This design comes from an exercise in tuning for small area, a short achievable clock period and few clock cycles per item on the open sky130 flow, not from production work.
RTL that was checked went through simulation tests only; none was proved equivalent to the original.
Power figures rest on the tool's default switching activity, not on a simulated workload.

==> inputs of trial 31 <==
## MGT_01_mul_unit
module MGT_01_mul_unit
(  
  input  logic signed [31:0]       multiplier_i, multiplicand_i,
  input  logic                     clk_i, clk_en_i,                
  input  logic                     rst_n_i,                        
  input  logic [1:0]               operation_i,
  output logic signed [31:0]       result_o,
  output logic                     valid_o
);
==> module MGT_01_booth_row, before the edit <==
module MGT_01_booth_row
(
  input  logic        one_i, two_i, neg_i,
  input  logic [33:0] y_i,
  output logic [33:0] pp_o
);
  genvar j;
  generate
    for (j = 0; j < 34; j++) begin : g_bit
      if (j == 0) begin : g_lsb
        MGT_01_booth_bit u_bit (.one_i(one_i), .two_i(two_i), .neg_i(neg_i),
                                .y_i(y_i[0]), .ym1_i(1'b0), .pp_o(pp_o[0]));
      end else if (j == 33) begin : g_msb
        MGT_01_booth_bit u_bit (.one_i(one_i), .two_i(two_i), .neg_i(~neg_i),
                                .y_i(y_i[33]), .ym1_i(y_i[32]), .pp_o(pp_o[33]));
      end else begin : g_mid
        MGT_01_booth_bit u_bit (.one_i(one_i), .two_i(two_i), .neg_i(neg_i),
                                .y_i(y_i[j]), .ym1_i(y_i[j-1]), .pp_o(pp_o[j]));
      end
    end
  endgenerate
endmodule
==> flow/config.mk <==
export PLATFORM = sky130hd
export DESIGN_NAME = MGT_01_mul_unit
export DESIGN_NICKNAME = MGT_01_mul_unit
export VERILOG_FILES = /design/flow/design.v
export SDC_FILE = /design/flow/constraint.sdc
export NUM_CORES = 4
export LEC_CHECK = 0
export CAP_MARGIN = 20
export CORE_MARGIN = 2
export CORE_UTILIZATION = 55
export PLACE_DENSITY = 0.65
export SLEW_MARGIN = 20
export SYNTH_HIERARCHICAL = 1
export SYNTH_MINIMUM_KEEP_SIZE = 0
==> flow/constraint.sdc <==
create_clock -name core_clock -period 10.0 [get_ports {clk_i}]
set_input_delay 2.0000 -clock core_clock [delete_from_list [all_inputs] [get_ports {clk_i}]]
set_output_delay 2.0000 -clock core_clock [all_outputs]
set_load 0.01 [all_outputs]
standard.sh (not shown) runs the stock make flow with config.mk's settings and CLKGATE_MAP_FILE= SYNTH_SCRIPT=/design/flow/synth_recipe.tcl, a recipe that flattens the netlist after the stock synthesis.
==> flow/flow/run.sh <==
#!/bin/bash
# Layout flow: the standard ORFS flow (standard.sh), with
#  - buf_1 cells as the port buffers (buffer_ports' default pick is a slow
#    delay cell); every input and output port still gets its own buffer
#  - the Booth rows' a22oi_2 gates from synthesis sized down to a22oi_1
#    (same function and pins); timing repair sizes up what it needs
#  - timing repair aiming at a setup margin below the clock period
# Each tool's output goes to synth.log and standard.log.
set -e
export BUFFER_PORTS_ARGS="-buffer_cell sky130_fd_sc_hd__buf_1"
export SETUP_SLACK_MARGIN=${MARGIN:-6.5}
RES=orfs/results/sky130hd/MGT_01_mul_unit/base
bash standard.sh $PWD/$RES/1_2_yosys.v > synth.log 2>&1
sed -i 's/sky130_fd_sc_hd__a22oi_2 /sky130_fd_sc_hd__a22oi_1 /' $RES/1_2_yosys.v
bash standard.sh > standard.log 2>&1
==> build 71 (differences from trial 31) <==
--- a/flow/design.v
+++ b/flow/design.v
@@ -11,8 +11,8 @@
         MGT_01_booth_bit u_bit (.one_i(one_i), .two_i(two_i), .neg_i(neg_i),
                                 .y_i(y_i[0]), .ym1_i(1'b0), .pp_o(pp_o[0]));
       end else if (j == 33) begin : g_msb
-        MGT_01_booth_bit u_bit (.one_i(one_i), .two_i(two_i), .neg_i(~neg_i),
-                                .y_i(y_i[33]), .ym1_i(y_i[32]), .pp_o(pp_o[33]));
+        MGT_01_booth_bit_n u_bit (.one_i(one_i), .two_i(two_i), .neg_i(neg_i),
+                                  .y_i(y_i[33]), .ym1_i(y_i[32]), .pp_o(pp_o[33]));
       end else begin : g_mid
         MGT_01_booth_bit u_bit (.one_i(one_i), .two_i(two_i), .neg_i(neg_i),
                                 .y_i(y_i[j]), .ym1_i(y_i[j-1]), .pp_o(pp_o[j]));
@@ -27,6 +27,13 @@
 );
   assign pp_o = ((one_i & y_i) | (two_i & ym1_i)) ^ neg_i;
 endmodule
+module MGT_01_booth_bit_n
+(
+  input  logic one_i, two_i, neg_i, y_i, ym1_i,
+  output logic pp_o
+);
+  assign pp_o = ~(((one_i & y_i) | (two_i & ym1_i)) ^ neg_i);
+endmodule
 module MGT_01_fa
 (
   input  logic a_i, b_i, c_i,
--- a/flow/flow/run.sh
+++ b/flow/flow/run.sh
@@ -8,7 +8,7 @@
 # Each tool's output goes to synth.log and standard.log.
 set -e
 export BUFFER_PORTS_ARGS="-buffer_cell sky130_fd_sc_hd__buf_1"
-export SETUP_SLACK_MARGIN=${MARGIN:-6.5}
+export SETUP_SLACK_MARGIN=${MARGIN:-6.75}
 RES=orfs/results/sky130hd/MGT_01_mul_unit/base
 bash standard.sh $PWD/$RES/1_2_yosys.v > synth.log 2>&1
 sed -i 's/sky130_fd_sc_hd__a22oi_2 /sky130_fd_sc_hd__a22oi_1 /' $RES/1_2_yosys.v
==> trial 84 (differences from trial 31) <==
--- a/flow/design.v
+++ b/flow/design.v
@@ -11,8 +11,8 @@
         MGT_01_booth_bit u_bit (.one_i(one_i), .two_i(two_i), .neg_i(neg_i),
                                 .y_i(y_i[0]), .ym1_i(1'b0), .pp_o(pp_o[0]));
       end else if (j == 33) begin : g_msb
-        MGT_01_booth_bit u_bit (.one_i(one_i), .two_i(two_i), .neg_i(~neg_i),
-                                .y_i(y_i[33]), .ym1_i(y_i[32]), .pp_o(pp_o[33]));
+        MGT_01_booth_bit_n u_bit (.one_i(one_i), .two_i(two_i), .neg_i(neg_i),
+                                  .y_i(y_i[33]), .ym1_i(y_i[32]), .pp_o(pp_o[33]));
       end else begin : g_mid
         MGT_01_booth_bit u_bit (.one_i(one_i), .two_i(two_i), .neg_i(neg_i),
                                 .y_i(y_i[j]), .ym1_i(y_i[j-1]), .pp_o(pp_o[j]));
@@ -27,6 +27,13 @@
 );
   assign pp_o = ((one_i & y_i) | (two_i & ym1_i)) ^ neg_i;
 endmodule
+module MGT_01_booth_bit_n
+(
+  input  logic one_i, two_i, neg_i, y_i, ym1_i,
+  output logic pp_o
+);
+  assign pp_o = ~(((one_i & y_i) | (two_i & ym1_i)) ^ neg_i);
+endmodule
 module MGT_01_fa
 (
   input  logic a_i, b_i, c_i,
--- a/flow/flow/run.sh
+++ b/flow/flow/run.sh
@@ -8,7 +8,7 @@
 # Each tool's output goes to synth.log and standard.log.
 set -e
 export BUFFER_PORTS_ARGS="-buffer_cell sky130_fd_sc_hd__buf_1"
-export SETUP_SLACK_MARGIN=${MARGIN:-6.5}
+export SETUP_SLACK_MARGIN=${MARGIN:-6.75}
 RES=orfs/results/sky130hd/MGT_01_mul_unit/base
 bash standard.sh $PWD/$RES/1_2_yosys.v > synth.log 2>&1
 sed -i 's/sky130_fd_sc_hd__a22oi_2 /sky130_fd_sc_hd__a22oi_1 /' $RES/1_2_yosys.v
--- a/flow/config.mk
+++ b/flow/config.mk
@@ -7,8 +7,8 @@
 export LEC_CHECK = 0
 export CAP_MARGIN = 20
 export CORE_MARGIN = 2
-export CORE_UTILIZATION = 55
-export PLACE_DENSITY = 0.65
+export CORE_UTILIZATION = 70
+export PLACE_DENSITY = 0.8
 export SLEW_MARGIN = 20
 export SYNTH_HIERARCHICAL = 1
 export SYNTH_MINIMUM_KEEP_SIZE = 0
==> results.txt <==
period utilisation layout=32.8%; Worst slew margin=36.0%; Final clock-cell share=3.27%; Placed Area=0.0165 sq mm; Worst-path clk slew=0.08 ns; Clock power frac=10.2%; commonest cells after routing, fill and taps aside=xnor2_1 (203), a22oi_1 (187), edfxtp_1 (139); Inverters=57; sw frac=43.9%; post-CTS setup buffers=1; later-pin clock latency in the skew report=0.45 ns; WHS=0.619 ns; status=finished clean; peak supply drop=189 uV; Non-clock buffering overhead=3.88%; share of layout cells above drive strength 1=16.8%; Leak Pwr=6.19 nW
That was trial 84.
==> results.txt <==
Worst-path clk slew=0.07 ns; Worst slew margin=33.5%; Inverters=63; Crit path depth=7; status=finished clean; Final clock-cell share=3.49%; antenna viol nets, final=0; commonest cells after routing, fill and taps aside=xnor2_1 (211), a22oi_1 (208), edfxtp_1 (139); Non-clock buffering overhead=3.29%; post-CTS setup buffers=1; WL final=41,400 um; period utilisation layout=34.2%; share of layout cells above drive strength 1=10.9%; WHS=0.621 ns; Leak Pwr=6.18 nW; crit path DAT=3.58 ns; later-pin clock latency in the skew report=0.44 ns
That was trial 31.
==> results.txt <==
WHS=0.660 ns; Clock power frac=11.4%; Placed Area=0.0166 sq mm; status=finished clean; sw frac=42.7%; share of layout cells above drive strength 1=18.0%; post-CTS setup buffers=3; period utilisation layout=32.1%; Inverters=57; commonest cells after routing, fill and taps aside=xnor2_1 (206), a22oi_1 (184), edfxtp_1 (139); later-pin clock latency in the skew report=0.44 ns; peak supply drop=143 uV; Worst-path clk slew=0.08 ns; critical path, cell by cell=buf_12 -> a22oi_1 -> xnor2_1 -> fa_2 -> fa_2 -> fa_2 -> fa_2; Worst slew margin=55.3%; Final clock-cell share=3.53%; CTS buffer count=17; Non-clock buffering overhead=4.04%
That was build 71.
Testbench counts of build 71, summed over its fixed seeds: cycles 19,200, items 3,200.
Testbench counts of trial 84, summed over its fixed seeds: cycles 19,200, items 3,200.
Only the layout flow was run in trial 31; the RTL was not checked for function there.


==> run a <==
MGT_01_mul_unit, a different RTL version from the one above (not shown whole).
Design MGT_01_mul_unit, start of the top module:
module MGT_01_mul_unit
(  
  input  logic signed [31:0]       multiplier_i, multiplicand_i,
  input  logic                     clk_i, clk_en_i,                
  input  logic                     rst_n_i,                        
  input  logic [1:0]               operation_i,
  output logic signed [31:0]       result_o,
  output logic                     valid_o
);
  localparam int K = 3;
  logic [31:0]     b_q;       
  logic            bs_q;      
  logic            mul_q;     
  logic [2:0]      cnt_q;
  logic            valid_q;
  logic            first_q;   
  logic [5:0]       one_q, two_q, neg_q;    
  logic [33:0]     s_q, c_q;  
  logic [11:0]     ls_q, lc_q;   
  logic            cl_q;      
  logic [31:0]     res_q;
  always_ff @(posedge clk_i) begin
    b_q    <= multiplicand_i;
    bs_q   <= (operation_i == 2'b01) & multiplicand_i[31];
    mul_q  <= (operation_i == 2'b00);
  end
  logic [35:0] x;
  assign x = {{4{(operation_i[0] ^ operation_i[1]) & multiplier_i[31]}}, multiplier_i};
  logic [12:0] chunk;
  always_comb
    case (cnt_q[1:0])
      2'd0: chunk = {x[11:0], 1'b0};
      2'd1: chunk = {x[23:12], x[11]};
      2'd2: chunk = {x[35:24], x[23]};
      default: chunk = {x[11:0], 1'b0};
    endcase
  always_ff @(posedge clk_i)
    if (clk_en_i)
      for (int r = 0; r < 6; r++) begin
        neg_q[r] <= chunk[2*r+2];
        one_q[r] <= chunk[2*r+1] ^ chunk[2*r];
        two_q[r] <= chunk[2*r+2] ? ~(chunk[2*r+1] | chunk[2*r]) : (chunk[2*r+1] & chunk[2*r]);
      end
  logic [33:0] y;
  assign y = {bs_q, bs_q, b_q};
  logic [5:0][33:0] pp;
  genvar gi;
  generate
    for (gi = 0; gi < 6; gi++) begin : g_row
      MGT_01_booth_row u_row (.one_i(one_q[gi]), .two_i(two_q[gi]), .neg_i(neg_q[gi]), .y_i(y), .pp_o(pp[gi]));
    end
  endgenerate
  logic [33:0] s_in, c_in;
  assign s_in = first_q ? (34'(1) << 33) : s_q;
  assign c_in = first_q ? '0 : c_q;
  logic t0_s, t0_c;
  MGT_01_ha u_ha0 (.a_i(neg_q[3]), .b_i(c_in[6]), .s_o(t0_s), .c_o(t0_c));
  logic t1_s, t1_c;
  MGT_01_ha u_ha1 (.a_i(c_in[7]), .b_i(s_in[7]), .s_o(t1_s), .c_o(t1_c));
  logic t2_s, t2_c;
  MGT_01_fa u_fa2 (.a_i(neg_q[4]), .b_i(c_in[8]), .c_i(s_in[8]), .s_o(t2_s), .c_o(t2_c));
  logic t3_s, t3_c;
  ...
export LEC_CHECK = 0
export CAP_MARGIN = 20
export CORE_MARGIN = 2
export CORE_UTILIZATION = 55
export PLACE_DENSITY = 0.65
export SLEW_MARGIN = 20
export SYNTH_HIERARCHICAL = 1
export SYNTH_MINIMUM_KEEP_SIZE = 0
create_clock -name core_clock -period 10.0 [get_ports {clk_i}]
==> flow/flow/run.sh <==
#!/bin/bash
# Layout flow: the standard ORFS flow (standard.sh), with
#  - buf_2 cells as the port buffers (buffer_ports' default pick is a slow
#    delay cell); every input and output port still gets its own buffer
#  - the Booth rows' a22oi_2 gates from synthesis sized down to a22oi_1
#    (same function and pins); timing repair sizes up what it needs
#  - timing repair aiming at a setup margin below the clock period
# Each tool's output goes to synth.log and standard.log.
set -e
export BUFFER_PORTS_ARGS="-buffer_cell sky130_fd_sc_hd__buf_2"
export SETUP_SLACK_MARGIN=${MARGIN:-6.5}
RES=orfs/results/sky130hd/MGT_01_mul_unit/base
bash standard.sh $PWD/$RES/1_2_yosys.v > synth.log 2>&1
sed -i 's/sky130_fd_sc_hd__a22oi_2 /sky130_fd_sc_hd__a22oi_1 /' $RES/1_2_yosys.v
bash standard.sh > standard.log 2>&1
==> inputs of run b, as changes to run a <==
--- a/flow/flow/run.sh
+++ b/flow/flow/run.sh
@@ -10,3 +10,3 @@
 export BUFFER_PORTS_ARGS="-buffer_cell sky130_fd_sc_hd__buf_2"
-export SETUP_SLACK_MARGIN=${MARGIN:-6.5}
+export SETUP_SLACK_MARGIN=${MARGIN:-6}
 RES=orfs/results/sky130hd/MGT_01_mul_unit/base
==> inputs of run c, as changes to run a <==
--- a/flow/flow/run.sh
+++ b/flow/flow/run.sh
@@ -2,3 +2,3 @@
 # Layout flow: the standard ORFS flow (standard.sh), with
-#  - buf_2 cells as the port buffers (buffer_ports' default pick is a slow
+#  - buf_1 cells as the port buffers (buffer_ports' default pick is a slow
 #    delay cell); every input and output port still gets its own buffer
@@ -9,3 +9,3 @@
 set -e
-export BUFFER_PORTS_ARGS="-buffer_cell sky130_fd_sc_hd__buf_2"
+export BUFFER_PORTS_ARGS="-buffer_cell sky130_fd_sc_hd__buf_1"
 export SETUP_SLACK_MARGIN=${MARGIN:-6.5}
Settings changed: CTS_CLUSTER_DIAMETER set to 100, CTS_CLUSTER_SIZE set to 40.
==> key figures <==
Critical path
  • Crit path max-delay family: buffers and inverters
  • Crit path cell chain: buf_2 > nor3b_4 > buf_4 > buf_6 > or2_2
  • CP arrival: 3.98 ns

STA
  • Worst slew pin tran: 0.857 ns

Global route
  • M3 GR Usage: 4.96%

Detailed routing
  • Met2 wire length: 21300 um

Status
  • Status: finished clean

Power
  • Tot Pwr: 6530 uW
  • P per Cell Area: 373 nW/um^2
  • Clk pwr: 707 uW
[end of results for run b]
==> key figures <==
Status
  • Status: finished clean

Detailed routing
  • Met2 wire length: 19400 um

Critical path
  • CP arrival: 3.58 ns
  • Crit path cell chain: buf_4 > a22oi_1 > xnor2_1 > fa_1 > fa_2 > fa_1 > fa_2
  • Crit path max-delay family: adder cells

Power
  • P per Cell Area: 381 nW/um^2

STA
  • Worst slew pin tran: 0.743 ns

Global route
  • M3 GR Usage: 4.98%
[end of results for run c]
==> key figures <==
Status
  • Status: finished clean

Power
  • Tot Pwr: 6800 uW
  • P per Cell Area: 383 nW/um^2

STA
  • Worst slew pin tran: 0.747 ns

Detailed routing
  • Met2 wire length: 19200 um

Critical path
  • Crit path max-delay family: adder cells
  • Crit path cell chain: buf_4 > a22oi_1 > xnor2_1 > fa_2 > fa_2 > fa_2 > fa_1
  • CP arrival: 3.55 ns
[end of results for run a]
Testbench counts of run a, summed over its fixed seeds: cycles 19,200, items 3,200.
Testbench counts of run b, summed over its fixed seeds: cycles 19,200, items 3,200.
Testbench counts of run c, summed over its fixed seeds: cycles 19,200, items 3,200.

==> static timing again, ports no longer ideal <==
The flow's constraints put no driver on any port. The routed layouts listed below were extracted and timed again, unchanged, in two steps. Step 1 sets driving cells, clkbuf_16 on the clock port and buf_2 on the other inputs (assumed; they add their load-dependent delay and slew). Step 2 adds t to the input delays and takes it off the output delays; t is the mean of the earliest and latest rising clock arrival at the registers after step 1. Input paths then give back, and output paths get back, about the clock's delay inside the block. Slacks: ideal ports / drivers / drivers and shift; pairs: ideal ports / drivers.
run | t (ns) | setup slack, ns | hold WS [ns] | worst setup path after step 2
trial 31 | 0.485 | 6.576 / 6.576 / 6.164 | 0.621 / 0.621 / 0.621 | input to register
build 71 | 0.482 | 6.792 / 6.792 / 6.403 | 0.660 / 0.660 / 0.660 | input to register
trial 84 | 0.488 | 6.717 / 6.717 / 6.369 | 0.619 / 0.619 / 0.619 | input to register
run a | 0.490 | 6.622 / 6.622 / 6.178 | 0.623 / 0.623 / 0.623 | input to register
run b | 0.499 | 6.200 / 6.232 / 5.733 | 0.623 / 0.623 / 0.623 | input to register
run c | 0.495 | 6.608 / 6.608 / 6.250 | 0.620 / 0.620 / 0.620 | input to register
After both steps setup and hold are still met in every run listed. The setup slack of run b, which loses most, moves by +0.032 ns with the drivers and by -0.467 ns with both steps.
